What follows belongs to an exercise in optimizing a design on an open flow for small area, a short achievable clock period and few clock cycles per item; a production flow would make more cautious choices.
No functional check of the RTL was part of any run shown here.
No activity file was given, so power comes from the tool's default toggle rates.

### flow/design.v
module WallaceTreeMultiplier (
    input                   clk,
    input                   rst,
    input  logic [31:0]     a,
    input  logic [31:0]     b,
    input  logic            start,
    input  logic [1:0]      mul_type,
    output logic            done,
    output logic [63:0]     p
);
  localparam logic [2:0] IDLE = 3'd0, G0 = 3'd1, G1 = 3'd2, G2 = 3'd3, G3 = 3'd4,
                         FIN = 3'd5, DN = 3'd6;
  logic [2:0]  st;
  logic        done_q;   
  logic [32:0] A;        
  logic        corr;     
  logic [31:0] PB;       
  logic [32:0] S, C;  
  logic [7:0]  Ls, Lc;   
  logic        n3d;      
  wire sa = (mul_type == 2'b01) || (mul_type == 2'b10);
  wire sb = (mul_type == 2'b01);
  wire grp = (st == G0) || (st == G1) || (st == G2) || (st == G3);
  function automatic logic [2:0] benc(input logic x2, input logic x1, input logic x0);
    benc = {x2, (x2 & ~x1 & ~x0) | (~x2 & x1 & x0), x1 ^ x0};
  endfunction
  logic [3:0] neg;
  wire [8:0] bn = (st == IDLE) ? {b[7:0], 1'b0} : PB[15:7];
  logic [3:0] neg_l, one_l, two_l;
  always_ff @(posedge clk) begin
    for (int k = 0; k < 4; k++)
      {neg_l[k], two_l[k], one_l[k]} <= benc(bn[2*k+2], bn[2*k+1], bn[2*k]);
  end
  wire [3:0] neg_h = neg_l, one_h = one_l, two_h = two_l;
  assign neg = neg_l;
  wire [34:0] Ae = {A[32], A[32], A};
  wire [35:0] Ae2 = {Ae, 1'b0};
  wire [34:0] m0 = {({18{one_h[0]}} & Ae[34:17]) | ({18{two_h[0]}} & Ae2[34:17]),
                       ({17{one_l[0]}} & Ae[16:0]) | ({17{two_l[0]}} & Ae2[16:0])};
  wire [34:0] r0 = {~(m0[34] ^ neg_h[0]), m0[33:17] ^ {17{neg_h[0]}}, m0[16:0] ^ {17{neg_l[0]}}};
  wire [34:0] m1 = {({18{one_h[1]}} & Ae[34:17]) | ({18{two_h[1]}} & Ae2[34:17]),
                       ({17{one_l[1]}} & Ae[16:0]) | ({17{two_l[1]}} & Ae2[16:0])};
  wire [34:0] r1 = {~(m1[34] ^ neg_h[1]), m1[33:17] ^ {17{neg_h[1]}}, m1[16:0] ^ {17{neg_l[1]}}};
  wire [34:0] m2 = {({18{one_h[2]}} & Ae[34:17]) | ({18{two_h[2]}} & Ae2[34:17]),
                       ({17{one_l[2]}} & Ae[16:0]) | ({17{two_l[2]}} & Ae2[16:0])};
  wire [34:0] r2 = {~(m2[34] ^ neg_h[2]), m2[33:17] ^ {17{neg_h[2]}}, m2[16:0] ^ {17{neg_l[2]}}};
  wire [34:0] m3 = {({18{one_h[3]}} & Ae[34:17]) | ({18{two_h[3]}} & Ae2[34:17]),
                       ({17{one_l[3]}} & Ae[16:0]) | ({17{two_l[3]}} & Ae2[16:0])};
  wire [34:0] r3 = {~(m3[34] ^ neg_h[3]), m3[33:17] ^ {17{neg_h[3]}}, m3[16:0] ^ {17{neg_l[3]}}};
  logic [132:0] tfs, tfc;
  logic [9:0] ths, thc;
  assign tfs[0] = S[0] ^ C[0] ^ neg_l[0];
  assign tfc[0] = (S[0] & C[0]) | (S[0] & neg_l[0]) | (C[0] & neg_l[0]);
  assign ths[0] = S[2] ^ C[2];
  assign thc[0] = S[2] & C[2];
  assign ths[1] = S[3] ^ C[3];
  assign thc[1] = S[3] & C[3];
  assign tfs[1] = S[4] ^ C[4] ^ neg_l[2];
  assign tfc[1] = (S[4] & C[4]) | (S[4] & neg_l[2]) | (C[4] & neg_l[2]);
  assign ths[2] = r0[4] ^ r1[2];
  assign thc[2] = r0[4] & r1[2];
  assign tfs[2] = S[5] ^ C[5] ^ r0[5];
  assign tfc[2] = (S[5] & C[5]) | (S[5] & r0[5]) | (C[5] & r0[5]);
  assign ths[3] = r1[3] ^ r2[1];
  assign thc[3] = r1[3] & r2[1];
  assign tfs[3] = S[6] ^ C[6] ^ r0[6];
  assign tfc[3] = (S[6] & C[6]) | (S[6] & r0[6]) | (C[6] & r0[6]);
  assign tfs[4] = r1[4] ^ r2[2] ^ r3[0];
  assign tfc[4] = (r1[4] & r2[2]) | (r1[4] & r3[0]) | (r2[2] & r3[0]);
  assign tfs[5] = S[7] ^ C[7] ^ r0[7];
  assign tfc[5] = (S[7] & C[7]) | (S[7] & r0[7]) | (C[7] & r0[7]);
  assign tfs[6] = r1[5] ^ r2[3] ^ r3[1];
  assign tfc[6] = (r1[5] & r2[3]) | (r1[5] & r3[1]) | (r2[3] & r3[1]);
  assign tfs[7] = S[8] ^ C[8] ^ r0[8];
  assign tfc[7] = (S[8] & C[8]) | (S[8] & r0[8]) | (C[8] & r0[8]);
  assign tfs[8] = r1[6] ^ r2[4] ^ r3[2];
  assign tfc[8] = (r1[6] & r2[4]) | (r1[6] & r3[2]) | (r2[4] & r3[2]);
  assign tfs[9] = S[9] ^ C[9] ^ r0[9];
  assign tfc[9] = (S[9] & C[9]) | (S[9] & r0[9]) | (C[9] & r0[9]);
  assign tfs[10] = r1[7] ^ r2[5] ^ r3[3];
  assign tfc[10] = (r1[7] & r2[5]) | (r1[7] & r3[3]) | (r2[5] & r3[3]);
  assign tfs[11] = S[10] ^ C[10] ^ r0[10];
  assign tfc[11] = (S[10] & C[10]) | (S[10] & r0[10]) | (C[10] & r0[10]);
  assign tfs[12] = r1[8] ^ r2[6] ^ r3[4];
  assign tfc[12] = (r1[8] & r2[6]) | (r1[8] & r3[4]) | (r2[6] & r3[4]);
  assign tfs[13] = S[11] ^ C[11] ^ r0[11];
  assign tfc[13] = (S[11] & C[11]) | (S[11] & r0[11]) | (C[11] & r0[11]);
  assign tfs[14] = r1[9] ^ r2[7] ^ r3[5];
  assign tfc[14] = (r1[9] & r2[7]) | (r1[9] & r3[5]) | (r2[7] & r3[5]);
  assign tfs[15] = S[12] ^ C[12] ^ r0[12];
  assign tfc[15] = (S[12] & C[12]) | (S[12] & r0[12]) | (C[12] & r0[12]);
  assign tfs[16] = r1[10] ^ r2[8] ^ r3[6];
  assign tfc[16] = (r1[10] & r2[8]) | (r1[10] & r3[6]) | (r2[8] & r3[6]);
  assign tfs[17] = S[13] ^ C[13] ^ r0[13];
  assign tfc[17] = (S[13] & C[13]) | (S[13] & r0[13]) | (C[13] & r0[13]);
  assign tfs[18] = r1[11] ^ r2[9] ^ r3[7];
  assign tfc[18] = (r1[11] & r2[9]) | (r1[11] & r3[7]) | (r2[9] & r3[7]);
  assign tfs[19] = S[14] ^ C[14] ^ r0[14];
  assign tfc[19] = (S[14] & C[14]) | (S[14] & r0[14]) | (C[14] & r0[14]);
  assign tfs[20] = r1[12] ^ r2[10] ^ r3[8];
  assign tfc[20] = (r1[12] & r2[10]) | (r1[12] & r3[8]) | (r2[10] & r3[8]);
  assign tfs[21] = S[15] ^ C[15] ^ r0[15];
  assign tfc[21] = (S[15] & C[15]) | (S[15] & r0[15]) | (C[15] & r0[15]);
  assign tfs[22] = r1[13] ^ r2[11] ^ r3[9];
  assign tfc[22] = (r1[13] & r2[11]) | (r1[13] & r3[9]) | (r2[11] & r3[9]);
  assign tfs[23] = S[16] ^ C[16] ^ r0[16];
  assign tfc[23] = (S[16] & C[16]) | (S[16] & r0[16]) | (C[16] & r0[16]);
  assign tfs[24] = r1[14] ^ r2[12] ^ r3[10];
  assign tfc[24] = (r1[14] & r2[12]) | (r1[14] & r3[10]) | (r2[12] & r3[10]);
  assign tfs[25] = S[17] ^ C[17] ^ r0[17];
  assign tfc[25] = (S[17] & C[17]) | (S[17] & r0[17]) | (C[17] & r0[17]);
  assign tfs[26] = r1[15] ^ r2[13] ^ r3[11];
  assign tfc[26] = (r1[15] & r2[13]) | (r1[15] & r3[11]) | (r2[13] & r3[11]);
  assign tfs[27] = S[18] ^ C[18] ^ r0[18];
  assign tfc[27] = (S[18] & C[18]) | (S[18] & r0[18]) | (C[18] & r0[18]);
  assign tfs[28] = r1[16] ^ r2[14] ^ r3[12];
  assign tfc[28] = (r1[16] & r2[14]) | (r1[16] & r3[12]) | (r2[14] & r3[12]);
  assign tfs[29] = S[19] ^ C[19] ^ r0[19];
  assign tfc[29] = (S[19] & C[19]) | (S[19] & r0[19]) | (C[19] & r0[19]);
  assign tfs[30] = r1[17] ^ r2[15] ^ r3[13];
  assign tfc[30] = (r1[17] & r2[15]) | (r1[17] & r3[13]) | (r2[15] & r3[13]);
  assign tfs[31] = S[20] ^ C[20] ^ r0[20];
  assign tfc[31] = (S[20] & C[20]) | (S[20] & r0[20]) | (C[20] & r0[20]);
  assign tfs[32] = r1[18] ^ r2[16] ^ r3[14];
  assign tfc[32] = (r1[18] & r2[16]) | (r1[18] & r3[14]) | (r2[16] & r3[14]);
  assign tfs[33] = S[21] ^ C[21] ^ r0[21];
  assign tfc[33] = (S[21] & C[21]) | (S[21] & r0[21]) | (C[21] & r0[21]);
  assign tfs[34] = r1[19] ^ r2[17] ^ r3[15];
  assign tfc[34] = (r1[19] & r2[17]) | (r1[19] & r3[15]) | (r2[17] & r3[15]);
  assign tfs[35] = S[22] ^ C[22] ^ r0[22];
  assign tfc[35] = (S[22] & C[22]) | (S[22] & r0[22]) | (C[22] & r0[22]);
  assign tfs[36] = r1[20] ^ r2[18] ^ r3[16];
  assign tfc[36] = (r1[20] & r2[18]) | (r1[20] & r3[16]) | (r2[18] & r3[16]);
  assign tfs[37] = S[23] ^ C[23] ^ r0[23];
  assign tfc[37] = (S[23] & C[23]) | (S[23] & r0[23]) | (C[23] & r0[23]);
  assign tfs[38] = r1[21] ^ r2[19] ^ r3[17];
  assign tfc[38] = (r1[21] & r2[19]) | (r1[21] & r3[17]) | (r2[19] & r3[17]);
  assign tfs[39] = S[24] ^ C[24] ^ r0[24];
  assign tfc[39] = (S[24] & C[24]) | (S[24] & r0[24]) | (C[24] & r0[24]);
  assign tfs[40] = r1[22] ^ r2[20] ^ r3[18];
  assign tfc[40] = (r1[22] & r2[20]) | (r1[22] & r3[18]) | (r2[20] & r3[18]);
  assign tfs[41] = S[25] ^ C[25] ^ r0[25];
  assign tfc[41] = (S[25] & C[25]) | (S[25] & r0[25]) | (C[25] & r0[25]);
  assign tfs[42] = r1[23] ^ r2[21] ^ r3[19];
  assign tfc[42] = (r1[23] & r2[21]) | (r1[23] & r3[19]) | (r2[21] & r3[19]);
  assign tfs[43] = S[26] ^ C[26] ^ r0[26];
  assign tfc[43] = (S[26] & C[26]) | (S[26] & r0[26]) | (C[26] & r0[26]);
  assign tfs[44] = r1[24] ^ r2[22] ^ r3[20];
  assign tfc[44] = (r1[24] & r2[22]) | (r1[24] & r3[20]) | (r2[22] & r3[20]);
  assign tfs[45] = S[27] ^ C[27] ^ r0[27];
  assign tfc[45] = (S[27] & C[27]) | (S[27] & r0[27]) | (C[27] & r0[27]);
  assign tfs[46] = r1[25] ^ r2[23] ^ r3[21];
  assign tfc[46] = (r1[25] & r2[23]) | (r1[25] & r3[21]) | (r2[23] & r3[21]);
  assign tfs[47] = S[28] ^ C[28] ^ r0[28];
  assign tfc[47] = (S[28] & C[28]) | (S[28] & r0[28]) | (C[28] & r0[28]);
  assign tfs[48] = r1[26] ^ r2[24] ^ r3[22];
  assign tfc[48] = (r1[26] & r2[24]) | (r1[26] & r3[22]) | (r2[24] & r3[22]);
  assign tfs[49] = S[29] ^ C[29] ^ r0[29];
  assign tfc[49] = (S[29] & C[29]) | (S[29] & r0[29]) | (C[29] & r0[29]);
  assign tfs[50] = r1[27] ^ r2[25] ^ r3[23];
  assign tfc[50] = (r1[27] & r2[25]) | (r1[27] & r3[23]) | (r2[25] & r3[23]);
  assign tfs[51] = S[30] ^ C[30] ^ r0[30];
  assign tfc[51] = (S[30] & C[30]) | (S[30] & r0[30]) | (C[30] & r0[30]);
  assign tfs[52] = r1[28] ^ r2[26] ^ r3[24];
  assign tfc[52] = (r1[28] & r2[26]) | (r1[28] & r3[24]) | (r2[26] & r3[24]);
  assign tfs[53] = S[31] ^ C[31] ^ r0[31];
  assign tfc[53] = (S[31] & C[31]) | (S[31] & r0[31]) | (C[31] & r0[31]);
  assign tfs[54] = r1[29] ^ r2[27] ^ r3[25];
  assign tfc[54] = (r1[29] & r2[27]) | (r1[29] & r3[25]) | (r2[27] & r3[25]);
  assign tfs[55] = S[32] ^ C[32] ^ r0[32];
  assign tfc[55] = (S[32] & C[32]) | (S[32] & r0[32]) | (C[32] & r0[32]);
  assign tfs[56] = r1[30] ^ r2[28] ^ r3[26];
  assign tfc[56] = (r1[30] & r2[28]) | (r1[30] & r3[26]) | (r2[28] & r3[26]);
  assign tfs[57] = 1'b1 ^ r0[33] ^ r1[31];
  assign tfc[57] = (1'b1 & r0[33]) | (1'b1 & r1[31]) | (r0[33] & r1[31]);
  assign ths[4] = r2[29] ^ r3[27];
  assign thc[4] = r2[29] & r3[27];
  assign tfs[58] = r0[34] ^ r1[32] ^ r2[30];
  assign tfc[58] = (r0[34] & r1[32]) | (r0[34] & r2[30]) | (r1[32] & r2[30]);
  assign ths[5] = 1'b1 ^ r1[33];
  assign thc[5] = 1'b1 & r1[33];
  assign ths[6] = r0[0] ^ tfs[0];
  assign thc[6] = r0[0] & tfs[0];
  assign tfs[59] = S[1] ^ C[1] ^ tfc[0];
  assign tfc[59] = (S[1] & C[1]) | (S[1] & tfc[0]) | (C[1] & tfc[0]);
  assign tfs[60] = neg_l[1] ^ ths[0] ^ r0[2];
  assign tfc[60] = (neg_l[1] & ths[0]) | (neg_l[1] & r0[2]) | (ths[0] & r0[2]);
  assign tfs[61] = thc[0] ^ ths[1] ^ r0[3];
  assign tfc[61] = (thc[0] & ths[1]) | (thc[0] & r0[3]) | (ths[1] & r0[3]);
  assign tfs[62] = thc[1] ^ r2[0] ^ tfs[1];
  assign tfc[62] = (thc[1] & r2[0]) | (thc[1] & tfs[1]) | (r2[0] & tfs[1]);
  assign tfs[63] = tfc[1] ^ thc[2] ^ ths[3];
  assign tfc[63] = (tfc[1] & thc[2]) | (tfc[1] & ths[3]) | (thc[2] & ths[3]);
  assign tfs[64] = thc[3] ^ tfc[2] ^ tfs[3];
  assign tfc[64] = (thc[3] & tfc[2]) | (thc[3] & tfs[3]) | (tfc[2] & tfs[3]);
  assign tfs[65] = tfc[3] ^ tfc[4] ^ tfs[5];
  assign tfc[65] = (tfc[3] & tfc[4]) | (tfc[3] & tfs[5]) | (tfc[4] & tfs[5]);
  assign tfs[66] = tfc[5] ^ tfc[6] ^ tfs[7];
  assign tfc[66] = (tfc[5] & tfc[6]) | (tfc[5] & tfs[7]) | (tfc[6] & tfs[7]);
  assign tfs[67] = tfc[7] ^ tfc[8] ^ tfs[9];
  assign tfc[67] = (tfc[7] & tfc[8]) | (tfc[7] & tfs[9]) | (tfc[8] & tfs[9]);
  assign tfs[68] = tfc[9] ^ tfc[10] ^ tfs[11];
  assign tfc[68] = (tfc[9] & tfc[10]) | (tfc[9] & tfs[11]) | (tfc[10] & tfs[11]);
  assign tfs[69] = tfc[11] ^ tfc[12] ^ tfs[13];
  assign tfc[69] = (tfc[11] & tfc[12]) | (tfc[11] & tfs[13]) | (tfc[12] & tfs[13]);
  assign tfs[70] = tfc[13] ^ tfc[14] ^ tfs[15];
  assign tfc[70] = (tfc[13] & tfc[14]) | (tfc[13] & tfs[15]) | (tfc[14] & tfs[15]);
  assign tfs[71] = tfc[15] ^ tfc[16] ^ tfs[17];
  assign tfc[71] = (tfc[15] & tfc[16]) | (tfc[15] & tfs[17]) | (tfc[16] & tfs[17]);
  assign tfs[72] = tfc[17] ^ tfc[18] ^ tfs[19];
  assign tfc[72] = (tfc[17] & tfc[18]) | (tfc[17] & tfs[19]) | (tfc[18] & tfs[19]);
  assign tfs[73] = tfc[19] ^ tfc[20] ^ tfs[21];
  assign tfc[73] = (tfc[19] & tfc[20]) | (tfc[19] & tfs[21]) | (tfc[20] & tfs[21]);
  assign tfs[74] = tfc[21] ^ tfc[22] ^ tfs[23];
  assign tfc[74] = (tfc[21] & tfc[22]) | (tfc[21] & tfs[23]) | (tfc[22] & tfs[23]);
  assign tfs[75] = tfc[23] ^ tfc[24] ^ tfs[25];
  assign tfc[75] = (tfc[23] & tfc[24]) | (tfc[23] & tfs[25]) | (tfc[24] & tfs[25]);
  assign tfs[76] = tfc[25] ^ tfc[26] ^ tfs[27];
  assign tfc[76] = (tfc[25] & tfc[26]) | (tfc[25] & tfs[27]) | (tfc[26] & tfs[27]);
  assign tfs[77] = tfc[27] ^ tfc[28] ^ tfs[29];
  assign tfc[77] = (tfc[27] & tfc[28]) | (tfc[27] & tfs[29]) | (tfc[28] & tfs[29]);
  assign tfs[78] = tfc[29] ^ tfc[30] ^ tfs[31];
  assign tfc[78] = (tfc[29] & tfc[30]) | (tfc[29] & tfs[31]) | (tfc[30] & tfs[31]);
  assign tfs[79] = tfc[31] ^ tfc[32] ^ tfs[33];
  assign tfc[79] = (tfc[31] & tfc[32]) | (tfc[31] & tfs[33]) | (tfc[32] & tfs[33]);
  assign tfs[80] = tfc[33] ^ tfc[34] ^ tfs[35];
  assign tfc[80] = (tfc[33] & tfc[34]) | (tfc[33] & tfs[35]) | (tfc[34] & tfs[35]);
  assign tfs[81] = tfc[35] ^ tfc[36] ^ tfs[37];
  assign tfc[81] = (tfc[35] & tfc[36]) | (tfc[35] & tfs[37]) | (tfc[36] & tfs[37]);
  assign tfs[82] = tfc[37] ^ tfc[38] ^ tfs[39];
  assign tfc[82] = (tfc[37] & tfc[38]) | (tfc[37] & tfs[39]) | (tfc[38] & tfs[39]);
  assign tfs[83] = tfc[39] ^ tfc[40] ^ tfs[41];
  assign tfc[83] = (tfc[39] & tfc[40]) | (tfc[39] & tfs[41]) | (tfc[40] & tfs[41]);
  assign tfs[84] = tfc[41] ^ tfc[42] ^ tfs[43];
  assign tfc[84] = (tfc[41] & tfc[42]) | (tfc[41] & tfs[43]) | (tfc[42] & tfs[43]);
  assign tfs[85] = tfc[43] ^ tfc[44] ^ tfs[45];
  assign tfc[85] = (tfc[43] & tfc[44]) | (tfc[43] & tfs[45]) | (tfc[44] & tfs[45]);
  assign tfs[86] = tfc[45] ^ tfc[46] ^ tfs[47];
  assign tfc[86] = (tfc[45] & tfc[46]) | (tfc[45] & tfs[47]) | (tfc[46] & tfs[47]);
  assign tfs[87] = tfc[47] ^ tfc[48] ^ tfs[49];
  assign tfc[87] = (tfc[47] & tfc[48]) | (tfc[47] & tfs[49]) | (tfc[48] & tfs[49]);
  assign tfs[88] = tfc[49] ^ tfc[50] ^ tfs[51];
  assign tfc[88] = (tfc[49] & tfc[50]) | (tfc[49] & tfs[51]) | (tfc[50] & tfs[51]);
  assign tfs[89] = tfc[51] ^ tfc[52] ^ tfs[53];
  assign tfc[89] = (tfc[51] & tfc[52]) | (tfc[51] & tfs[53]) | (tfc[52] & tfs[53]);
  assign tfs[90] = tfc[53] ^ tfc[54] ^ tfs[55];
  assign tfc[90] = (tfc[53] & tfc[54]) | (tfc[53] & tfs[55]) | (tfc[54] & tfs[55]);
  assign tfs[91] = ths[4] ^ tfc[55] ^ tfc[56];
  assign tfc[91] = (ths[4] & tfc[55]) | (ths[4] & tfc[56]) | (tfc[55] & tfc[56]);
  assign tfs[92] = r3[28] ^ thc[4] ^ tfc[57];
  assign tfc[92] = (r3[28] & thc[4]) | (r3[28] & tfc[57]) | (thc[4] & tfc[57]);
  assign tfs[93] = r2[31] ^ r3[29] ^ ths[5];
  assign tfc[93] = (r2[31] & r3[29]) | (r2[31] & ths[5]) | (r3[29] & ths[5]);
  assign tfs[94] = r1[34] ^ r2[32] ^ r3[30];
  assign tfc[94] = (r1[34] & r2[32]) | (r1[34] & r3[30]) | (r2[32] & r3[30]);
  assign ths[7] = 1'b1 ^ r2[33];
  assign thc[7] = 1'b1 & r2[33];
  assign ths[8] = k8g ^ ths[6];
  assign thc[8] = k8g & ths[6];
  assign tfs[95] = r0[1] ^ thc[6] ^ tfs[59];
  assign tfc[95] = (r0[1] & thc[6]) | (r0[1] & tfs[59]) | (thc[6] & tfs[59]);
  assign tfs[96] = r1[0] ^ tfc[59] ^ tfs[60];
  assign tfc[96] = (r1[0] & tfc[59]) | (r1[0] & tfs[60]) | (tfc[59] & tfs[60]);
  assign tfs[97] = r1[1] ^ tfc[60] ^ tfs[61];
  assign tfc[97] = (r1[1] & tfc[60]) | (r1[1] & tfs[61]) | (tfc[60] & tfs[61]);
  assign tfs[98] = ths[2] ^ tfc[61] ^ tfs[62];
  assign tfc[98] = (ths[2] & tfc[61]) | (ths[2] & tfs[62]) | (tfc[61] & tfs[62]);
  assign tfs[99] = tfc[62] ^ tfs[2] ^ tfs[63];
  assign tfc[99] = (tfc[62] & tfs[2]) | (tfc[62] & tfs[63]) | (tfs[2] & tfs[63]);
  assign tfs[100] = tfs[4] ^ tfc[63] ^ tfs[64];
  assign tfc[100] = (tfs[4] & tfc[63]) | (tfs[4] & tfs[64]) | (tfc[63] & tfs[64]);
  assign tfs[101] = tfs[6] ^ tfc[64] ^ tfs[65];
  assign tfc[101] = (tfs[6] & tfc[64]) | (tfs[6] & tfs[65]) | (tfc[64] & tfs[65]);
  assign tfs[102] = tfs[8] ^ tfc[65] ^ tfs[66];
  assign tfc[102] = (tfs[8] & tfc[65]) | (tfs[8] & tfs[66]) | (tfc[65] & tfs[66]);
  assign tfs[103] = tfs[10] ^ tfc[66] ^ tfs[67];
  assign tfc[103] = (tfs[10] & tfc[66]) | (tfs[10] & tfs[67]) | (tfc[66] & tfs[67]);
  assign tfs[104] = tfs[12] ^ tfc[67] ^ tfs[68];
  assign tfc[104] = (tfs[12] & tfc[67]) | (tfs[12] & tfs[68]) | (tfc[67] & tfs[68]);
  assign tfs[105] = tfs[14] ^ tfc[68] ^ tfs[69];
  assign tfc[105] = (tfs[14] & tfc[68]) | (tfs[14] & tfs[69]) | (tfc[68] & tfs[69]);
  assign tfs[106] = tfs[16] ^ tfc[69] ^ tfs[70];
  assign tfc[106] = (tfs[16] & tfc[69]) | (tfs[16] & tfs[70]) | (tfc[69] & tfs[70]);
  assign tfs[107] = tfs[18] ^ tfc[70] ^ tfs[71];
  assign tfc[107] = (tfs[18] & tfc[70]) | (tfs[18] & tfs[71]) | (tfc[70] & tfs[71]);
  assign tfs[108] = tfs[20] ^ tfc[71] ^ tfs[72];
  assign tfc[108] = (tfs[20] & tfc[71]) | (tfs[20] & tfs[72]) | (tfc[71] & tfs[72]);
  assign tfs[109] = tfs[22] ^ tfc[72] ^ tfs[73];
  assign tfc[109] = (tfs[22] & tfc[72]) | (tfs[22] & tfs[73]) | (tfc[72] & tfs[73]);
  assign tfs[110] = tfs[24] ^ tfc[73] ^ tfs[74];
  assign tfc[110] = (tfs[24] & tfc[73]) | (tfs[24] & tfs[74]) | (tfc[73] & tfs[74]);
  assign tfs[111] = tfs[26] ^ tfc[74] ^ tfs[75];
  assign tfc[111] = (tfs[26] & tfc[74]) | (tfs[26] & tfs[75]) | (tfc[74] & tfs[75]);
  assign tfs[112] = tfs[28] ^ tfc[75] ^ tfs[76];
  assign tfc[112] = (tfs[28] & tfc[75]) | (tfs[28] & tfs[76]) | (tfc[75] & tfs[76]);
  assign tfs[113] = tfs[30] ^ tfc[76] ^ tfs[77];
  assign tfc[113] = (tfs[30] & tfc[76]) | (tfs[30] & tfs[77]) | (tfc[76] & tfs[77]);
  assign tfs[114] = tfs[32] ^ tfc[77] ^ tfs[78];
  assign tfc[114] = (tfs[32] & tfc[77]) | (tfs[32] & tfs[78]) | (tfc[77] & tfs[78]);
  assign tfs[115] = tfs[34] ^ tfc[78] ^ tfs[79];
  assign tfc[115] = (tfs[34] & tfc[78]) | (tfs[34] & tfs[79]) | (tfc[78] & tfs[79]);
  assign tfs[116] = tfs[36] ^ tfc[79] ^ tfs[80];
  assign tfc[116] = (tfs[36] & tfc[79]) | (tfs[36] & tfs[80]) | (tfc[79] & tfs[80]);
  assign tfs[117] = tfs[38] ^ tfc[80] ^ tfs[81];
  assign tfc[117] = (tfs[38] & tfc[80]) | (tfs[38] & tfs[81]) | (tfc[80] & tfs[81]);
  assign tfs[118] = tfs[40] ^ tfc[81] ^ tfs[82];
  assign tfc[118] = (tfs[40] & tfc[81]) | (tfs[40] & tfs[82]) | (tfc[81] & tfs[82]);
  assign tfs[119] = tfs[42] ^ tfc[82] ^ tfs[83];
  assign tfc[119] = (tfs[42] & tfc[82]) | (tfs[42] & tfs[83]) | (tfc[82] & tfs[83]);
  assign tfs[120] = tfs[44] ^ tfc[83] ^ tfs[84];
  assign tfc[120] = (tfs[44] & tfc[83]) | (tfs[44] & tfs[84]) | (tfc[83] & tfs[84]);
  assign tfs[121] = tfs[46] ^ tfc[84] ^ tfs[85];
  assign tfc[121] = (tfs[46] & tfc[84]) | (tfs[46] & tfs[85]) | (tfc[84] & tfs[85]);
  assign tfs[122] = tfs[48] ^ tfc[85] ^ tfs[86];
  assign tfc[122] = (tfs[48] & tfc[85]) | (tfs[48] & tfs[86]) | (tfc[85] & tfs[86]);
  assign tfs[123] = tfs[50] ^ tfc[86] ^ tfs[87];
  assign tfc[123] = (tfs[50] & tfc[86]) | (tfs[50] & tfs[87]) | (tfc[86] & tfs[87]);
  assign tfs[124] = tfs[52] ^ tfc[87] ^ tfs[88];
  assign tfc[124] = (tfs[52] & tfc[87]) | (tfs[52] & tfs[88]) | (tfc[87] & tfs[88]);
  assign tfs[125] = tfs[54] ^ tfc[88] ^ tfs[89];
  assign tfc[125] = (tfs[54] & tfc[88]) | (tfs[54] & tfs[89]) | (tfc[88] & tfs[89]);
  assign tfs[126] = tfs[56] ^ tfc[89] ^ tfs[90];
  assign tfc[126] = (tfs[56] & tfc[89]) | (tfs[56] & tfs[90]) | (tfc[89] & tfs[90]);
  assign tfs[127] = tfs[57] ^ tfs[91] ^ tfc[90];
  assign tfc[127] = (tfs[57] & tfs[91]) | (tfs[57] & tfc[90]) | (tfs[91] & tfc[90]);
  assign tfs[128] = tfs[58] ^ tfc[91] ^ tfs[92];
  assign tfc[128] = (tfs[58] & tfc[91]) | (tfs[58] & tfs[92]) | (tfc[91] & tfs[92]);
  assign tfs[129] = tfc[58] ^ tfs[93] ^ tfc[92];
  assign tfc[129] = (tfc[58] & tfs[93]) | (tfc[58] & tfc[92]) | (tfs[93] & tfc[92]);
  assign tfs[130] = thc[5] ^ tfs[94] ^ tfc[93];
  assign tfc[130] = (thc[5] & tfs[94]) | (thc[5] & tfc[93]) | (tfs[94] & tfc[93]);
  assign tfs[131] = r3[31] ^ ths[7] ^ tfc[94];
  assign tfc[131] = (r3[31] & ths[7]) | (r3[31] & tfc[94]) | (ths[7] & tfc[94]);
  assign tfs[132] = r2[34] ^ r3[32] ^ thc[7];
  assign tfc[132] = (r2[34] & r3[32]) | (r2[34] & thc[7]) | (r3[32] & thc[7]);
  assign ths[9] = 1'b1 ^ r3[33];
  assign thc[9] = 1'b1 & r3[33];
  wire [42:0] ts = {1'b0, 1'b1, r3[34], ths[9], tfs[132], tfs[131], tfs[130], tfc[128], tfc[127], tfc[126], tfc[125], tfc[124], tfc[123], tfc[122], tfc[121], tfc[120], tfc[119], tfc[118], tfc[117], tfc[116], tfc[115], tfc[114], tfc[113], tfc[112], tfc[111], tfc[110], tfc[109], tfc[108], tfc[107], tfc[106], tfc[105], tfc[104], tfc[103], tfc[102], tfc[101], tfc[100], tfc[99], tfc[98], tfc[97], tfc[96], tfc[95], thc[8], ths[8]};
  wire [42:0] tc = {1'b0, 1'b0, thc[9], tfc[132], tfc[131], tfc[130], tfc[129], tfs[129], tfs[128], tfs[127], tfs[126], tfs[125], tfs[124], tfs[123], tfs[122], tfs[121], tfs[120], tfs[119], tfs[118], tfs[117], tfs[116], tfs[115], tfs[114], tfs[113], tfs[112], tfs[111], tfs[110], tfs[109], tfs[108], tfs[107], tfs[106], tfs[105], tfs[104], tfs[103], tfs[102], tfs[101], tfs[100], tfs[99], tfs[98], tfs[97], tfs[96], tfs[95], lo_c8g};
  wire x6 = Ls[6] ^ Lc[6] ^ n3d;
  wire k7 = (Ls[6] & Lc[6]) | (Ls[6] & n3d) | (Lc[6] & n3d);
  wire x7 = Ls[7] ^ Lc[7] ^ k7;
  wire k8 = (Ls[7] & Lc[7]) | (Ls[7] & k7) | (Lc[7] & k7);
  wire [31:0] ca = corr ? A[31:0] : 32'd0;
  wire [31:0] fu = S[31:0] ^ C[31:0] ^ ca;
  wire [31:0] fv = ((S[31:0] ^ C[31:0]) & ca) | (S[31:0] & C[31:0]);
  wire [39:0] ax = {fu, x7, x6, Ls[5:0]};
  wire [39:0] ay = {fv[30:0], k8, 2'b00, Lc[5:0]};
  logic [39:0] ad_s;
  logic ad_co;
  logic [40:0] ad_c;   
  always_comb begin
    logic [40:0] g, p;
    g = {ax & ay, 1'b0};
    p = {ax ^ ay, 1'b0};
    begin
      logic [40:0] g0, p0;
      g0 = g; p0 = p;
      g[1] = g0[1] | (p0[1] & g0[0]); p[1] = p0[1] & p0[0];
      g[2] = g0[2] | (p0[2] & g0[1]); p[2] = p0[2] & p0[1];
      g[3] = g0[3] | (p0[3] & g0[2]); p[3] = p0[3] & p0[2];
      g[4] = g0[4] | (p0[4] & g0[3]); p[4] = p0[4] & p0[3];
      g[5] = g0[5] | (p0[5] & g0[4]); p[5] = p0[5] & p0[4];
      g[6] = g0[6] | (p0[6] & g0[5]); p[6] = p0[6] & p0[5];
      g[7] = g0[7] | (p0[7] & g0[6]); p[7] = p0[7] & p0[6];
      g[8] = g0[8] | (p0[8] & g0[7]); p[8] = p0[8] & p0[7];
      g[9] = g0[9] | (p0[9] & g0[8]); p[9] = p0[9] & p0[8];
      g[10] = g0[10] | (p0[10] & g0[9]); p[10] = p0[10] & p0[9];
      g[11] = g0[11] | (p0[11] & g0[10]); p[11] = p0[11] & p0[10];
      g[12] = g0[12] | (p0[12] & g0[11]); p[12] = p0[12] & p0[11];
      g[13] = g0[13] | (p0[13] & g0[12]); p[13] = p0[13] & p0[12];
      g[14] = g0[14] | (p0[14] & g0[13]); p[14] = p0[14] & p0[13];
      g[15] = g0[15] | (p0[15] & g0[14]); p[15] = p0[15] & p0[14];
      g[16] = g0[16] | (p0[16] & g0[15]); p[16] = p0[16] & p0[15];
      g[17] = g0[17] | (p0[17] & g0[16]); p[17] = p0[17] & p0[16];
      g[18] = g0[18] | (p0[18] & g0[17]); p[18] = p0[18] & p0[17];
      g[19] = g0[19] | (p0[19] & g0[18]); p[19] = p0[19] & p0[18];
      g[20] = g0[20] | (p0[20] & g0[19]); p[20] = p0[20] & p0[19];
      g[21] = g0[21] | (p0[21] & g0[20]); p[21] = p0[21] & p0[20];
      g[22] = g0[22] | (p0[22] & g0[21]); p[22] = p0[22] & p0[21];
      g[23] = g0[23] | (p0[23] & g0[22]); p[23] = p0[23] & p0[22];
      g[24] = g0[24] | (p0[24] & g0[23]); p[24] = p0[24] & p0[23];
      g[25] = g0[25] | (p0[25] & g0[24]); p[25] = p0[25] & p0[24];
      g[26] = g0[26] | (p0[26] & g0[25]); p[26] = p0[26] & p0[25];
      g[27] = g0[27] | (p0[27] & g0[26]); p[27] = p0[27] & p0[26];
      g[28] = g0[28] | (p0[28] & g0[27]); p[28] = p0[28] & p0[27];
      g[29] = g0[29] | (p0[29] & g0[28]); p[29] = p0[29] & p0[28];
      g[30] = g0[30] | (p0[30] & g0[29]); p[30] = p0[30] & p0[29];
      g[31] = g0[31] | (p0[31] & g0[30]); p[31] = p0[31] & p0[30];
      g[32] = g0[32] | (p0[32] & g0[31]); p[32] = p0[32] & p0[31];
      g[33] = g0[33] | (p0[33] & g0[32]); p[33] = p0[33] & p0[32];
      g[34] = g0[34] | (p0[34] & g0[33]); p[34] = p0[34] & p0[33];
      g[35] = g0[35] | (p0[35] & g0[34]); p[35] = p0[35] & p0[34];
      g[36] = g0[36] | (p0[36] & g0[35]); p[36] = p0[36] & p0[35];
      g[37] = g0[37] | (p0[37] & g0[36]); p[37] = p0[37] & p0[36];
      g[38] = g0[38] | (p0[38] & g0[37]); p[38] = p0[38] & p0[37];
      g[39] = g0[39] | (p0[39] & g0[38]); p[39] = p0[39] & p0[38];
      g[40] = g0[40] | (p0[40] & g0[39]); p[40] = p0[40] & p0[39];
    end
    begin
      logic [40:0] g0, p0;
      g0 = g; p0 = p;
      g[2] = g0[2] | (p0[2] & g0[0]); p[2] = p0[2] & p0[0];
      g[3] = g0[3] | (p0[3] & g0[1]); p[3] = p0[3] & p0[1];
      g[4] = g0[4] | (p0[4] & g0[2]); p[4] = p0[4] & p0[2];
      g[5] = g0[5] | (p0[5] & g0[3]); p[5] = p0[5] & p0[3];
      g[6] = g0[6] | (p0[6] & g0[4]); p[6] = p0[6] & p0[4];
      g[7] = g0[7] | (p0[7] & g0[5]); p[7] = p0[7] & p0[5];
      g[8] = g0[8] | (p0[8] & g0[6]); p[8] = p0[8] & p0[6];
      g[9] = g0[9] | (p0[9] & g0[7]); p[9] = p0[9] & p0[7];
      g[10] = g0[10] | (p0[10] & g0[8]); p[10] = p0[10] & p0[8];
      g[11] = g0[11] | (p0[11] & g0[9]); p[11] = p0[11] & p0[9];
      g[12] = g0[12] | (p0[12] & g0[10]); p[12] = p0[12] & p0[10];
      g[13] = g0[13] | (p0[13] & g0[11]); p[13] = p0[13] & p0[11];
      g[14] = g0[14] | (p0[14] & g0[12]); p[14] = p0[14] & p0[12];
      g[15] = g0[15] | (p0[15] & g0[13]); p[15] = p0[15] & p0[13];
      g[16] = g0[16] | (p0[16] & g0[14]); p[16] = p0[16] & p0[14];
      g[17] = g0[17] | (p0[17] & g0[15]); p[17] = p0[17] & p0[15];
      g[18] = g0[18] | (p0[18] & g0[16]); p[18] = p0[18] & p0[16];
      g[19] = g0[19] | (p0[19] & g0[17]); p[19] = p0[19] & p0[17];
      g[20] = g0[20] | (p0[20] & g0[18]); p[20] = p0[20] & p0[18];
      g[21] = g0[21] | (p0[21] & g0[19]); p[21] = p0[21] & p0[19];
      g[22] = g0[22] | (p0[22] & g0[20]); p[22] = p0[22] & p0[20];
      g[23] = g0[23] | (p0[23] & g0[21]); p[23] = p0[23] & p0[21];
      g[24] = g0[24] | (p0[24] & g0[22]); p[24] = p0[24] & p0[22];
      g[25] = g0[25] | (p0[25] & g0[23]); p[25] = p0[25] & p0[23];
      g[26] = g0[26] | (p0[26] & g0[24]); p[26] = p0[26] & p0[24];
      g[27] = g0[27] | (p0[27] & g0[25]); p[27] = p0[27] & p0[25];
      g[28] = g0[28] | (p0[28] & g0[26]); p[28] = p0[28] & p0[26];
      g[29] = g0[29] | (p0[29] & g0[27]); p[29] = p0[29] & p0[27];
      g[30] = g0[30] | (p0[30] & g0[28]); p[30] = p0[30] & p0[28];
      g[31] = g0[31] | (p0[31] & g0[29]); p[31] = p0[31] & p0[29];
      g[32] = g0[32] | (p0[32] & g0[30]); p[32] = p0[32] & p0[30];
      g[33] = g0[33] | (p0[33] & g0[31]); p[33] = p0[33] & p0[31];
      g[34] = g0[34] | (p0[34] & g0[32]); p[34] = p0[34] & p0[32];
      g[35] = g0[35] | (p0[35] & g0[33]); p[35] = p0[35] & p0[33];
      g[36] = g0[36] | (p0[36] & g0[34]); p[36] = p0[36] & p0[34];
      g[37] = g0[37] | (p0[37] & g0[35]); p[37] = p0[37] & p0[35];
      g[38] = g0[38] | (p0[38] & g0[36]); p[38] = p0[38] & p0[36];
      g[39] = g0[39] | (p0[39] & g0[37]); p[39] = p0[39] & p0[37];
      g[40] = g0[40] | (p0[40] & g0[38]); p[40] = p0[40] & p0[38];
    end
    begin
      logic [40:0] g0, p0;
      g0 = g; p0 = p;
      g[4] = g0[4] | (p0[4] & g0[0]); p[4] = p0[4] & p0[0];
      g[5] = g0[5] | (p0[5] & g0[1]); p[5] = p0[5] & p0[1];
      g[6] = g0[6] | (p0[6] & g0[2]); p[6] = p0[6] & p0[2];
      g[7] = g0[7] | (p0[7] & g0[3]); p[7] = p0[7] & p0[3];
      g[8] = g0[8] | (p0[8] & g0[4]); p[8] = p0[8] & p0[4];
      g[9] = g0[9] | (p0[9] & g0[5]); p[9] = p0[9] & p0[5];
      g[10] = g0[10] | (p0[10] & g0[6]); p[10] = p0[10] & p0[6];
      g[11] = g0[11] | (p0[11] & g0[7]); p[11] = p0[11] & p0[7];
      g[12] = g0[12] | (p0[12] & g0[8]); p[12] = p0[12] & p0[8];
      g[13] = g0[13] | (p0[13] & g0[9]); p[13] = p0[13] & p0[9];
      g[14] = g0[14] | (p0[14] & g0[10]); p[14] = p0[14] & p0[10];
      g[15] = g0[15] | (p0[15] & g0[11]); p[15] = p0[15] & p0[11];
      g[16] = g0[16] | (p0[16] & g0[12]); p[16] = p0[16] & p0[12];
      g[17] = g0[17] | (p0[17] & g0[13]); p[17] = p0[17] & p0[13];
      g[18] = g0[18] | (p0[18] & g0[14]); p[18] = p0[18] & p0[14];
      g[19] = g0[19] | (p0[19] & g0[15]); p[19] = p0[19] & p0[15];
      g[20] = g0[20] | (p0[20] & g0[16]); p[20] = p0[20] & p0[16];
      g[21] = g0[21] | (p0[21] & g0[17]); p[21] = p0[21] & p0[17];
      g[22] = g0[22] | (p0[22] & g0[18]); p[22] = p0[22] & p0[18];
      g[23] = g0[23] | (p0[23] & g0[19]); p[23] = p0[23] & p0[19];
      g[24] = g0[24] | (p0[24] & g0[20]); p[24] = p0[24] & p0[20];
      g[25] = g0[25] | (p0[25] & g0[21]); p[25] = p0[25] & p0[21];
      g[26] = g0[26] | (p0[26] & g0[22]); p[26] = p0[26] & p0[22];
      g[27] = g0[27] | (p0[27] & g0[23]); p[27] = p0[27] & p0[23];
      g[28] = g0[28] | (p0[28] & g0[24]); p[28] = p0[28] & p0[24];
      g[29] = g0[29] | (p0[29] & g0[25]); p[29] = p0[29] & p0[25];
      g[30] = g0[30] | (p0[30] & g0[26]); p[30] = p0[30] & p0[26];
      g[31] = g0[31] | (p0[31] & g0[27]); p[31] = p0[31] & p0[27];
      g[32] = g0[32] | (p0[32] & g0[28]); p[32] = p0[32] & p0[28];
      g[33] = g0[33] | (p0[33] & g0[29]); p[33] = p0[33] & p0[29];
      g[34] = g0[34] | (p0[34] & g0[30]); p[34] = p0[34] & p0[30];
      g[35] = g0[35] | (p0[35] & g0[31]); p[35] = p0[35] & p0[31];
      g[36] = g0[36] | (p0[36] & g0[32]); p[36] = p0[36] & p0[32];
      g[37] = g0[37] | (p0[37] & g0[33]); p[37] = p0[37] & p0[33];
      g[38] = g0[38] | (p0[38] & g0[34]); p[38] = p0[38] & p0[34];
      g[39] = g0[39] | (p0[39] & g0[35]); p[39] = p0[39] & p0[35];
      g[40] = g0[40] | (p0[40] & g0[36]); p[40] = p0[40] & p0[36];
    end
    begin
      logic [40:0] g0, p0;
      g0 = g; p0 = p;
      g[8] = g0[8] | (p0[8] & g0[0]); p[8] = p0[8] & p0[0];
      g[9] = g0[9] | (p0[9] & g0[1]); p[9] = p0[9] & p0[1];
      g[10] = g0[10] | (p0[10] & g0[2]); p[10] = p0[10] & p0[2];
      g[11] = g0[11] | (p0[11] & g0[3]); p[11] = p0[11] & p0[3];
      g[12] = g0[12] | (p0[12] & g0[4]); p[12] = p0[12] & p0[4];
      g[13] = g0[13] | (p0[13] & g0[5]); p[13] = p0[13] & p0[5];
      g[14] = g0[14] | (p0[14] & g0[6]); p[14] = p0[14] & p0[6];
      g[15] = g0[15] | (p0[15] & g0[7]); p[15] = p0[15] & p0[7];
      g[16] = g0[16] | (p0[16] & g0[8]); p[16] = p0[16] & p0[8];
      g[17] = g0[17] | (p0[17] & g0[9]); p[17] = p0[17] & p0[9];
      g[18] = g0[18] | (p0[18] & g0[10]); p[18] = p0[18] & p0[10];
      g[19] = g0[19] | (p0[19] & g0[11]); p[19] = p0[19] & p0[11];
      g[20] = g0[20] | (p0[20] & g0[12]); p[20] = p0[20] & p0[12];
      g[21] = g0[21] | (p0[21] & g0[13]); p[21] = p0[21] & p0[13];
      g[22] = g0[22] | (p0[22] & g0[14]); p[22] = p0[22] & p0[14];
      g[23] = g0[23] | (p0[23] & g0[15]); p[23] = p0[23] & p0[15];
      g[24] = g0[24] | (p0[24] & g0[16]); p[24] = p0[24] & p0[16];
      g[25] = g0[25] | (p0[25] & g0[17]); p[25] = p0[25] & p0[17];
      g[26] = g0[26] | (p0[26] & g0[18]); p[26] = p0[26] & p0[18];
      g[27] = g0[27] | (p0[27] & g0[19]); p[27] = p0[27] & p0[19];
      g[28] = g0[28] | (p0[28] & g0[20]); p[28] = p0[28] & p0[20];
      g[29] = g0[29] | (p0[29] & g0[21]); p[29] = p0[29] & p0[21];
      g[30] = g0[30] | (p0[30] & g0[22]); p[30] = p0[30] & p0[22];
      g[31] = g0[31] | (p0[31] & g0[23]); p[31] = p0[31] & p0[23];
      g[32] = g0[32] | (p0[32] & g0[24]); p[32] = p0[32] & p0[24];
      g[33] = g0[33] | (p0[33] & g0[25]); p[33] = p0[33] & p0[25];
      g[34] = g0[34] | (p0[34] & g0[26]); p[34] = p0[34] & p0[26];
      g[35] = g0[35] | (p0[35] & g0[27]); p[35] = p0[35] & p0[27];
      g[36] = g0[36] | (p0[36] & g0[28]); p[36] = p0[36] & p0[28];
      g[37] = g0[37] | (p0[37] & g0[29]); p[37] = p0[37] & p0[29];
      g[38] = g0[38] | (p0[38] & g0[30]); p[38] = p0[38] & p0[30];
      g[39] = g0[39] | (p0[39] & g0[31]); p[39] = p0[39] & p0[31];
      g[40] = g0[40] | (p0[40] & g0[32]); p[40] = p0[40] & p0[32];
    end
    begin
      logic [40:0] g0, p0;
      g0 = g; p0 = p;
      g[16] = g0[16] | (p0[16] & g0[0]); p[16] = p0[16] & p0[0];
      g[17] = g0[17] | (p0[17] & g0[1]); p[17] = p0[17] & p0[1];
      g[18] = g0[18] | (p0[18] & g0[2]); p[18] = p0[18] & p0[2];
      g[19] = g0[19] | (p0[19] & g0[3]); p[19] = p0[19] & p0[3];
      g[20] = g0[20] | (p0[20] & g0[4]); p[20] = p0[20] & p0[4];
      g[21] = g0[21] | (p0[21] & g0[5]); p[21] = p0[21] & p0[5];
      g[22] = g0[22] | (p0[22] & g0[6]); p[22] = p0[22] & p0[6];
      g[23] = g0[23] | (p0[23] & g0[7]); p[23] = p0[23] & p0[7];
      g[24] = g0[24] | (p0[24] & g0[8]); p[24] = p0[24] & p0[8];
      g[25] = g0[25] | (p0[25] & g0[9]); p[25] = p0[25] & p0[9];
      g[26] = g0[26] | (p0[26] & g0[10]); p[26] = p0[26] & p0[10];
      g[27] = g0[27] | (p0[27] & g0[11]); p[27] = p0[27] & p0[11];
      g[28] = g0[28] | (p0[28] & g0[12]); p[28] = p0[28] & p0[12];
      g[29] = g0[29] | (p0[29] & g0[13]); p[29] = p0[29] & p0[13];
      g[30] = g0[30] | (p0[30] & g0[14]); p[30] = p0[30] & p0[14];
      g[31] = g0[31] | (p0[31] & g0[15]); p[31] = p0[31] & p0[15];
      g[32] = g0[32] | (p0[32] & g0[16]); p[32] = p0[32] & p0[16];
      g[33] = g0[33] | (p0[33] & g0[17]); p[33] = p0[33] & p0[17];
      g[34] = g0[34] | (p0[34] & g0[18]); p[34] = p0[34] & p0[18];
      g[35] = g0[35] | (p0[35] & g0[19]); p[35] = p0[35] & p0[19];
      g[36] = g0[36] | (p0[36] & g0[20]); p[36] = p0[36] & p0[20];
      g[37] = g0[37] | (p0[37] & g0[21]); p[37] = p0[37] & p0[21];
      g[38] = g0[38] | (p0[38] & g0[22]); p[38] = p0[38] & p0[22];
      g[39] = g0[39] | (p0[39] & g0[23]); p[39] = p0[39] & p0[23];
      g[40] = g0[40] | (p0[40] & g0[24]); p[40] = p0[40] & p0[24];
    end
    begin
      logic [40:0] g0, p0;
      g0 = g; p0 = p;
      g[32] = g0[32] | (p0[32] & g0[0]); p[32] = p0[32] & p0[0];
      g[33] = g0[33] | (p0[33] & g0[1]); p[33] = p0[33] & p0[1];
      g[34] = g0[34] | (p0[34] & g0[2]); p[34] = p0[34] & p0[2];
      g[35] = g0[35] | (p0[35] & g0[3]); p[35] = p0[35] & p0[3];
      g[36] = g0[36] | (p0[36] & g0[4]); p[36] = p0[36] & p0[4];
      g[37] = g0[37] | (p0[37] & g0[5]); p[37] = p0[37] & p0[5];
      g[38] = g0[38] | (p0[38] & g0[6]); p[38] = p0[38] & p0[6];
      g[39] = g0[39] | (p0[39] & g0[7]); p[39] = p0[39] & p0[7];
      g[40] = g0[40] | (p0[40] & g0[8]); p[40] = p0[40] & p0[8];
    end
    ad_s = (ax ^ ay) ^ g[39:0];
    ad_co = g[40];
    ad_c = g;
  end
  wire [7:0] lo = ad_s[7:0];
  wire lo_c8 = ad_c[8];
  wire lo_c8g = lo_c8 & (st != G0), k8g = k8 & (st != G0);
  wire [31:0] phi = ad_s[39:8];
  wire zop = (A == 33'd0) || (PB == 32'd0);
  always_ff @(posedge clk) begin
    if (rst) begin
      st <= IDLE;
      done_q <= 1'b0;
    end
    else begin
      done_q <= (st == FIN) || (st == G0 && zop) || (st == DN && start);
      case (st)
        IDLE: if (start) st <= G0;
        G0: st <= zop ? DN : G1;
        G1: st <= G2;
        G2: st <= G3;
        G3: st <= FIN;
        FIN: st <= DN;
        DN: if (!start) st <= IDLE;
        default: st <= IDLE;
      endcase
    end
  end
  wire zclr = (st == G0) && zop;
  always_ff @(posedge clk) begin
    A <= {sa & a[31], a};
    corr <= ~sb & b[31];
    C <= grp ? tc[40:8] : 33'd1 << 32;
    Ls <= ts[7:0];
    Lc <= tc[7:0];
    n3d <= neg[3];
    if (st == IDLE) PB <= b;
    else if (zclr) PB <= '0;
    else if (grp || st == FIN) PB <= {lo, PB[31:8]};
    if (zclr) S <= '0;
    else if (st == IDLE) S <= 33'd1 << 32;
    else if (grp) S <= ts[40:8];
    else if (st == FIN) S[31:0] <= phi;
  end
  assign done = done_q;
  assign p = {S[31:0], PB};
endmodule
### flow/flow/run.sh
#!/bin/bash
# Standard layout, with timing repair asked to leave a larger setup margin,
# plain buffers (not delay buffers) on the ports, and no dummy clock loads.
export SETUP_SLACK_MARGIN=7.8
export BUFFER_PORTS_ARGS="-buffer_cell sky130_fd_sc_hd__buf_1"
export CTS_ARGS="-sink_clustering_enable -repair_clock_nets -dont_use_dummy_load"
bash standard.sh > standard_run.log 2>&1
### flow/standard.sh
#!/bin/bash
# synth_recipe.tcl (not shown) runs the flow's synth.tcl, then flattens the netlist and writes it again
# the make line also repeats each setting of config.mk as NAME=value (left out here)
make -C /OpenROAD-flow-scripts/flow DESIGN_CONFIG=/design/flow/config.mk WORK_HOME=/design/flow/orfs CLKGATE_MAP_FILE= SYNTH_SCRIPT=/design/flow/synth_recipe.tcl "${@:-finish}"
### flow/config.mk
export PLATFORM = sky130hd
export DESIGN_NAME = WallaceTreeMultiplier
export DESIGN_NICKNAME = WallaceTreeMultiplier
export VERILOG_FILES = /design/flow/design.v
export SDC_FILE = /design/flow/constraint.sdc
export NUM_CORES = 4
export LEC_CHECK = 0
export CAP_MARGIN = 20
export CORE_MARGIN = 2
export CORE_UTILIZATION = 40
export SLEW_MARGIN = 20
### flow/constraint.sdc
create_clock -name core_clock -period 11.0 [get_ports {clk}]
set_input_delay 2.2000 -clock core_clock [delete_from_list [all_inputs] [get_ports {clk}]]
set_output_delay 2.2000 -clock core_clock [all_outputs]
set_load 0.01 [all_outputs]
==> out/qor.yml, run 1 <==
status:
  outcome: "timing/DRC/antenna clean"
drt:
  first_pass_iters: 5
  viasPerCell: 5.79
  drc: 0
  first_iter_violations: 1321
  dr_total_vias: 11700
  drt-total-wl_microns: 46000
  ant_nets: 0
  wl_per_cell_microns: 22.8
clock_tree:
  insertion_delay_ns: 0.47
  clkTransAtPathRegs_ns: 0.06
  numCtsBuffers: 17
  cts-root-buf: "clkbuf_16"
  postCtsHoldBufs: 0
  cts_tree: "built"
  htreeDepth: 4
  cts.path.max_buffers: 2
  cts_sinks: 165
hold_path:
  hold_class: "reg2reg"
logic_synthesis:
  yosysMostFrequentCell: "fa_1"
  yosys-top-cells-area: "fa_1 23%, dfxtp_1 19%, xnor2_1 9.5%"
  ys_ff_latch: 165
  synth_area_sq_um: 14200
  seq_area_frac_synth_pct: 25.6
  syn-instance-count: 1469
  yosysUniqueCellTypes: 63
  yosys.area_share.adder_pct: 27.6
  synth_top_family_by_area: "adder cells"
  synthTopCellsByCount: "165 x fa_1, 154 x xnor2_1, 139 x a22oi_1, 133 x dfxtp_1, 124 x nand2_1"
  post_synth_xor_area_fraction_pct: 11.0
  synth_compound_area_share_pct: 17.6
  async_reset_ff_share_pct: 0
  muxShareOfSynthArea_pct: 0.635
  yosys_warnings: 1
  syn_nets: 1752
  synth_edf_count: 32
  synth_top_cell_area_share_pct: 23.3
  synth-simple-area-share_pct: 10.3
  postSynthAreaPerCell_sq_um: 9.65
  yosysTopAreaCell: "fa_1"
  yosys_most_used_dff: "dfxtp_1"
sta:
  max_slew_margin_pct: 34.3
  grt_setup_unrepaired: "true"
  max_freq_ghz: 0.301
  fin_setup_tns_ns: 0
  finalClockSkew_ns: 0.0349
  setup_violations: 0
  hold_viol: 0
  slew_viol_final: 0
  period_share_pct: 30.2
  fin_ws_ns: 7.68
  tightest_slew_ns: 0.984
  period_needed_ns: 3.32
layout:
  fin_nets: 1845
  syn_to_final_growth_pct: 16.7
  post_route_cells_drive_above_1_share_pct: 20.3
power:
  seqPwrFrac_pct: 18.7
  intPower_w: 0.00286
  powerDensity_nw_per_um2: 327
  combPwrFrac_pct: 71.9
  ir_drop_v: 0.000202
  p_switching_w: 0.00255
  clkPwrFrac_pct: 9.3
  p_leak_nw: 6.86
  sw_frac_of_total_pct: 47.1
placement:
  pre_cts_ws_ns: 6.72
  gp_congestion: 0.931
  port_buffers: 133
  hpwlAfterDp_microns: 32000
worst_setup_path:
  critPathMaxFanout: 5
  reg2reg_from: "corr"
  r2r_setup_slack_ns: 7.68
  cp.required_ns: 11.32
  crit_end: "S[29]"
  worstSetupEndpointType: "flip-flop"
  r2r_cells: 12
  crit_start: "corr"
  cp-start-kind: "flip-flop"
  r2r-end: "S[29]"
  cp.arrival_ns: 3.65
  worstSetupPathType: "reg2reg"
floorplanning:
  dieWidth_microns: 192
  start_util_pct: 40.8
  dieArea_sq_um: 37000
  pin_count: 134
  core_sq_um: 34700
  rows: 68
  die_h_microns: 192
job:
  maxCapViolCount: 0
global_routing:
  grt_max_degree: 50
  track_usage_pct: 25.4
  grt_pass1_wl_microns: 70200
  grt_pass1_vias: 11600
  gr-total-overflow: 0
  antenna_found_initial: 1
## power by group through the flow
| stage | clock network [W] | registers [W] | logic, W |
|---|---|---|---|
| floorplan | 0 | 0.000956 | 0.00251 |
| global placement | 0 | 0.00104 | 0.00345 |
| detailed placement | 0 | 0.00104 | 0.00350 |
| CTS | 0.000513 | 0.00103 | 0.00369 |
| global route | 0.000535 | 0.00103 | 0.00432 |
| finish | 0.000504 | 0.00101 | 0.00389 |
## flip-flops by register name (all words and copies together), names as in the netlist
| name | count |
|---|---|
| A | 33 |
| C | 33 |
| PB | 32 |
| Ls | 8 |
| one_l | 4 |
| two_l | 4 |
| Lc | 8 |
| neg_l | 4 |
| done_q | 1 |
| n3d | 1 |
| corr | 1 |
| st | 3 |
| S | 33 |
## worst max-delay path, stage by stage (launching register included)
cell and delay (ns):
dfxtp_4 0.36, buf_6 0.14, and2_4 0.13, fa_1 0.55
ha_4 0.23, a21o_1 0.22, a31o_2 0.24, a221o_1 0.33
a21oi_4 0.28, nor3_4 0.11, nor2_2 0.17, nor4_1 0.07
or3_1 0.35
## through the flow
stage / util (%) / instances / hold slack [ns] / power (W) / instance area (sq um)
5_1_grt: 47.6 / 2016 / 0.528 / 0.00589 / 16500
4_1_cts: 45.8 / 1973 / 0.529 / 0.00523 / 15900
3_3_place_gp: 42.3 / 1914 / 0.524 / 0.00449 / 14700
3_5_place_dp: 42.3 / 1914 / 0.529 / 0.00454 / 14700
2_1_floorplan: - / 1469 / 0.329 / 0.00346 / 14200
6_report: 47.6 / 2016 / 0.512 / 0.00541 / 16500
## layer usage
layer	vias to the layer above	part of all wire (%)	GRT usage, %
met2	513	48	40.7
met5	-	0	0
met4	0	3.8	11.0
met3	93	6.7	4.26
li1	5209	-	-
met1	5854	42	33.9
## how the worst min path moves through the flow
stage / startpoint / endpoint / depth (start not counted)
5_1_grt: S[4] / S[4] / 2
6_report: S[4] / S[4] / 2
4_1_cts: S[4] / S[4] / 2
3_3_place_gp: S[32] / S[32] / 2
2_1_floorplan: neg_l[3] / n3d / 0
3_5_place_dp: S[32] / S[32] / 2
## cell families (layout without fill, tap and decap cells)
logic type,count (synthesis),in the layout
AO/OA/AOI/OAI,368,368
XOR/XNOR,178,178
adder cells (fa/ha/maj),214,214
buffers and inverters,232,323
flip-flops,165,165
multiplexers,9,9
other,0,1
AND/OR/NAND/NOR,303,303
## layout by cell type (no fill, tap or decap), types with 7 or more instances in the layout
master | netlist | routed
o211ai_1 | 12 | 12
ha_1 | 49 | 29
dfxtp_2 | 0 | 21
o21ai_2 | 0 | 8
dfxtp_1 | 133 | 74
a21oi_1 | 58 | 47
a31oi_1 | 9 | 8
clkbuf_2 | 0 | 26
and2_1 | 26 | 23
o21ai_0 | 60 | 51
mux2i_1 | 9 | 9
nor4_1 | 16 | 16
nand2_1 | 124 | 122
buf_6 | 1 | 8
edfxtp_1 | 32 | 32
ha_4 | 0 | 15
nand4_1 | 11 | 11
dfxtp_4 | 0 | 38
xnor2_1 | 154 | 153
buf_1 | 2 | 76
buf_2 | 15 | 29
buf_4 | 34 | 95
nand3_1 | 11 | 10
nor2_1 | 48 | 43
inv_1 | 67 | 67
a22oi_1 | 139 | 138
fa_1 | 165 | 161
a21o_1 | 28 | 28
and3_1 | 42 | 42
a21oi_2 | 1 | 7
o22ai_1 | 11 | 11
xor2_1 | 24 | 23
clkbuf_16 | 0 | 17
## area by class of cell
cell class,instances,area [sq um]
inverter,67,251
clock buffer,17,425
antenna,1,2.50
tap,455,569
fill,3276,18200
sequential,165,3790
multi-input combinational,1072,10000
timing repair buffer,239,1470
## what timing repair did
item                       CTS  global route
gates cloned                 1             0
setup endpoints to repair   93            72
pin swaps                   12            42
setup buffers               41            42
resized for setup          179            95
==> run 2, diff against run 1 <==
==> flow/flow/run.sh (replaced) <==
#!/bin/bash
# Standard layout, with timing repair asked to leave a larger setup margin,
# plain buffers (not delay buffers) on the ports, and no dummy clock loads.
export SETUP_SLACK_MARGIN=7.55
export BUFFER_PORTS_ARGS="-buffer_cell sky130_fd_sc_hd__buf_1"
export CTS_ARGS="-sink_clustering_enable -repair_clock_nets -dont_use_dummy_load"
bash standard.sh > standard_run.log 2>&1
==> out/qor.yml, run 2 <==
power:
  ir_drop_v: 0.000197  # -2.4%
  combPwrFrac_pct: 69.6  # -2.3 points
  intPower_w: 0.00266  # -7.0%
  p_switching_w: 0.00250  # -1.9%
  clkPwrFrac_pct: 9.8  # +0.5 points
  seqPwrFrac_pct: 20.6  # +1.9 points
  powerDensity_nw_per_um2: 336  # +2.9%
  sw_frac_of_total_pct: 48.5  # +1.4 points
  p_leak_nw: 6.18  # -9.9%
  power_w: 0.00516  # -4.6%
logic_synthesis:
  postSynthAreaPerCell_sq_um: 9.65  # unchanged
  synthTopCellsByCount: "165 x fa_1, 154 x xnor2_1, 139 x a22oi_1, 133 x dfxtp_1, 124 x nand2_1"
  ys_ff_latch: 165  # unchanged
  synth_area_sq_um: 14200  # unchanged
  synth_edf_count: 32  # unchanged
  syn_nets: 1752  # unchanged
  yosys_warnings: 1  # unchanged
  async_reset_ff_share_pct: 0  # unchanged
  syn-instance-count: 1469  # unchanged
  seq_area_frac_synth_pct: 25.6  # unchanged
  yosys-top-cells-area: "fa_1 23%, dfxtp_1 19%, xnor2_1 9.5%"
  yosysUniqueCellTypes: 63  # unchanged
  yosysTopAreaCell: "fa_1"
  yosysMostFrequentCell: "fa_1"
  synth_top_cell_area_share_pct: 23.3  # unchanged
  yosys_most_used_dff: "dfxtp_1"
worst_setup_path:
  r2r_setup_slack_ns: 7.54  # -0.14 ns
  r2r_cells: 12  # unchanged
  reg2reg_from: "corr"
  cp_common_cell: "o211ai_1"
  cpMaxStageDelayCell: "fa_1"
  crit_start: "corr"
  worstSetupPathType: "reg2reg"
  crit_end: "S[31]"
  cp.required_ns: 11.31  # about the same
  worstSetupEndpointType: "flip-flop"
  r2r-end: "S[31]"
  cp.arrival_ns: 3.77  # +0.12 ns
  crit_chain: "buf_12, and2_1, fa_1, ha_4, a211o_1, a311oi_2, o211ai_1, nand3_1, o211ai_1, a31oi_2, mux2i_1, o22ai_1"
  critPathMaxFanout: 16  # +11
  max_stage_delay_ns: 0.52  # -0.03 ns
  cp-start-kind: "flip-flop"
sta:
  period_share_pct: 31.5  # +1.3 points
  tightest_slew_ns: 0.899  # -0.0850 ns
  hold_viol: 0  # unchanged
  fin_setup_tns_ns: 0  # unchanged
  finalClockSkew_ns: 0.0371  # +0.00222 ns
  grt_setup_unrepaired: "true"
  period_needed_ns: 3.46  # +0.142 ns
  max_slew_margin_pct: 39.8  # +5.5 points
  setup_violations: 0  # unchanged
  slew_viol_final: 0  # unchanged
  hold_slack_ns: 0.544  # +0.0316 ns
  max_freq_ghz: 0.289  # -4.1%
floorplanning:
  rows: 68  # unchanged
  dieArea_sq_um: 37000  # unchanged
  start_util_pct: 40.8  # unchanged
  dieWidth_microns: 192  # unchanged
  core_sq_um: 34700  # unchanged
  die_h_microns: 192  # unchanged
  pin_count: 134  # unchanged
layout:
  design_area_sq_um: 15300  # -7.3%
  layout_commonest_cell: "fa_1"
  fin_nets: 1767  # -4.2%
  fillers: 3435  # +4.9%
  final_cell_mix: "165 x fa_1, 154 x xnor2_1, 139 x a22oi_1, 133 x buf_1, 123 x nand2_1"
  post_route_cells_drive_above_1_share_pct: 7.09  # -13 points
  reg.largest.list: "A x33, C x33, S x33"
  syn_to_final_growth_pct: 8.20
drt:
  drt-total-wl_microns: 44400  # -3.6%
  routed.top_layer: "met4"
  wl_per_cell_microns: 22.9  # +0.27%
  ant_nets: 0  # unchanged
  drc: 0  # unchanged
  first_iter_violations: 1166  # -12%
  routed-wl-met2_microns: 21100  # -4.1%
  viasPerCell: 5.84  # +0.97%
  met1Wirelength_microns: 18400  # -4.4%
  wl_met3_microns: 3290  # +6.1%
  first_pass_iters: 5  # unchanged
  dr_total_vias: 11300  # -2.9%
global_routing:
  grt_max_degree: 48  # -4.0%
  gr-total-overflow: 0  # unchanged
  grt_pass1_vias: 11600  # -0.35%
  antenna_found_initial: 1  # unchanged
  track_usage_pct: 24.7  # -0.70 points
  grt_pass1_wl_microns: 68500  # -2.4%
hold_path:
  hold_class: "reg2reg"
  min_from: "S[32]"
clock_tree:
  postCtsHoldBufs: 0  # unchanged
  htreeDepth: 4  # unchanged
  cts_tree: "built"
  numCtsBuffers: 17  # unchanged
  cts.path.max_buffers: 2  # unchanged
  insertion_delay_ns: 0.46  # about the same
  cts_sinks: 165  # unchanged
  cts-root-buf: "clkbuf_16"
  clkTransAtPathRegs_ns: 0.06  # about the same
job:
  maxCapViolCount: 0  # unchanged
placement:
  gp_congestion: 0.928  # -0.39%
  port_buffers: 133  # unchanged
  placed_cell_area_sq_um: 14700  # -0.10%
  hpwlAfterDp_microns: 32700  # +2.3%
status:
  outcome: "timing/DRC/antenna clean"
-- run 2: cell counts after synthesis --
Identical to the previous run, type by type.
-- run 2: area by class of cell --
cell class | instances | area, sq um | area share [%]
well taps | 455 | 569 | 3.71
inverters | 67 | 251 | 1.64
diodes | 1 | 2.50 | 0.0163
repair buffers | 161 | 739 | 4.82
multi-input cells | 1072 | 9680 | 63.1
clock buffers | 17 | 425 | 2.77
flip-flops and latches | 165 | 3670 | 23.9
-- run 2: worst max-delay path, delay by kind of cell (launching register included) --
kind            cells  cell delay [ns]
compound gates      6             1.50
flops               1             0.37
mux                 1             0.22
fa+ha+maj           2             0.76
buf+inv             1             0.16
simple gates        2             0.33
-- run 2: repair_timing --
item	in CTS	in global routing
setup buffers	2	5
gates cloned	0	1
resized for setup	22	39
pin swaps	5	8
endpoints found under the setup margin	17	29
-- run 2: worst min-delay path by stage --
| stage | endpoint | slack, ns | depth (start not counted) |
|---|---|---|---|
| detailed placement | S[32] | 0.54 | 2 |
| global placement | S[32] | 0.53 | 2 |
| finish | S[32] | 0.54 | 2 |
| CTS | S[32] | 0.55 | 2 |
| global route | S[32] | 0.59 | 2 |
| floorplan | n3d | 0.33 | 0 |
-- run 2: power groups by stage --
stage | combinational, W | sequential, W | clock (W)
final | 0.00359 | 0.00106 | 0.000507
after global routing | 0.00401 | 0.00109 | 0.000537
after CTS | 0.00354 | 0.00107 | 0.000518
after detailed placement | 0.00353 | 0.00108 | 0
after global placement | 0.00350 | 0.00108 | 0
after floorplan | 0.00251 | 0.000956 | 0
-- run 2: cells by family after synthesis --
family,count (synthesis),share of synthesized area [%]
AO/OA/AOI/OAI,368,17.6
AND/OR/NAND/NOR,303,10.3
buffers and inverters,232,7.23
adder cells (fa/ha/maj),214,27.6
XOR/XNOR,178,11.0
flip-flops,165,25.6
multiplexers,9,0.636
-- run 2: routing by layer --
layer / GRT usage (%) / vias to the layer above
met5: 0 / -
met4: 9.57 / 0
met3: 5.06 / 75
met2: 40.3 / 481
met1: 32.2 / 5723
li1: - / 5047
-- run 2: per-stage QoR --
stage	std cells	utilization (%)	worst slack (ns)
floorplan	1469	-	7.72
global placement	1912	42.2	7.23
detailed placement	1912	42.2	7.19
CTS	1931	43.7	7.47
global route	1938	44.2	7.45
finish	1938	44.2	7.54

==> separate check: timing with driven ports <==
Ports are ideal in the flow. The routed layouts listed here were re-timed in OpenROAD.
Step 1, drivers: a clkbuf_16 drives clk and a buf_2 each remaining input, both assumed.
Step 2 moves the port delays by t, midway between the first and last clock arrival at a register: inputs arrive t later, outputs are due t later. That takes back most of the time a late clock gives input paths.
a / b / c = no drivers / after step 1 / after step 2; a / b = the first two.
run	t (ns)	setup WS [ns]	worst register clock-pin slew, ns	pins driven straight from the clock port
run 1	0.500	7.678 / 7.678 / 7.678	0.08 / 0.08	1
run 2	0.491	7.536 / 7.536 / 7.536	0.09 / 0.09	1
After both steps setup and hold are still met in every run listed.
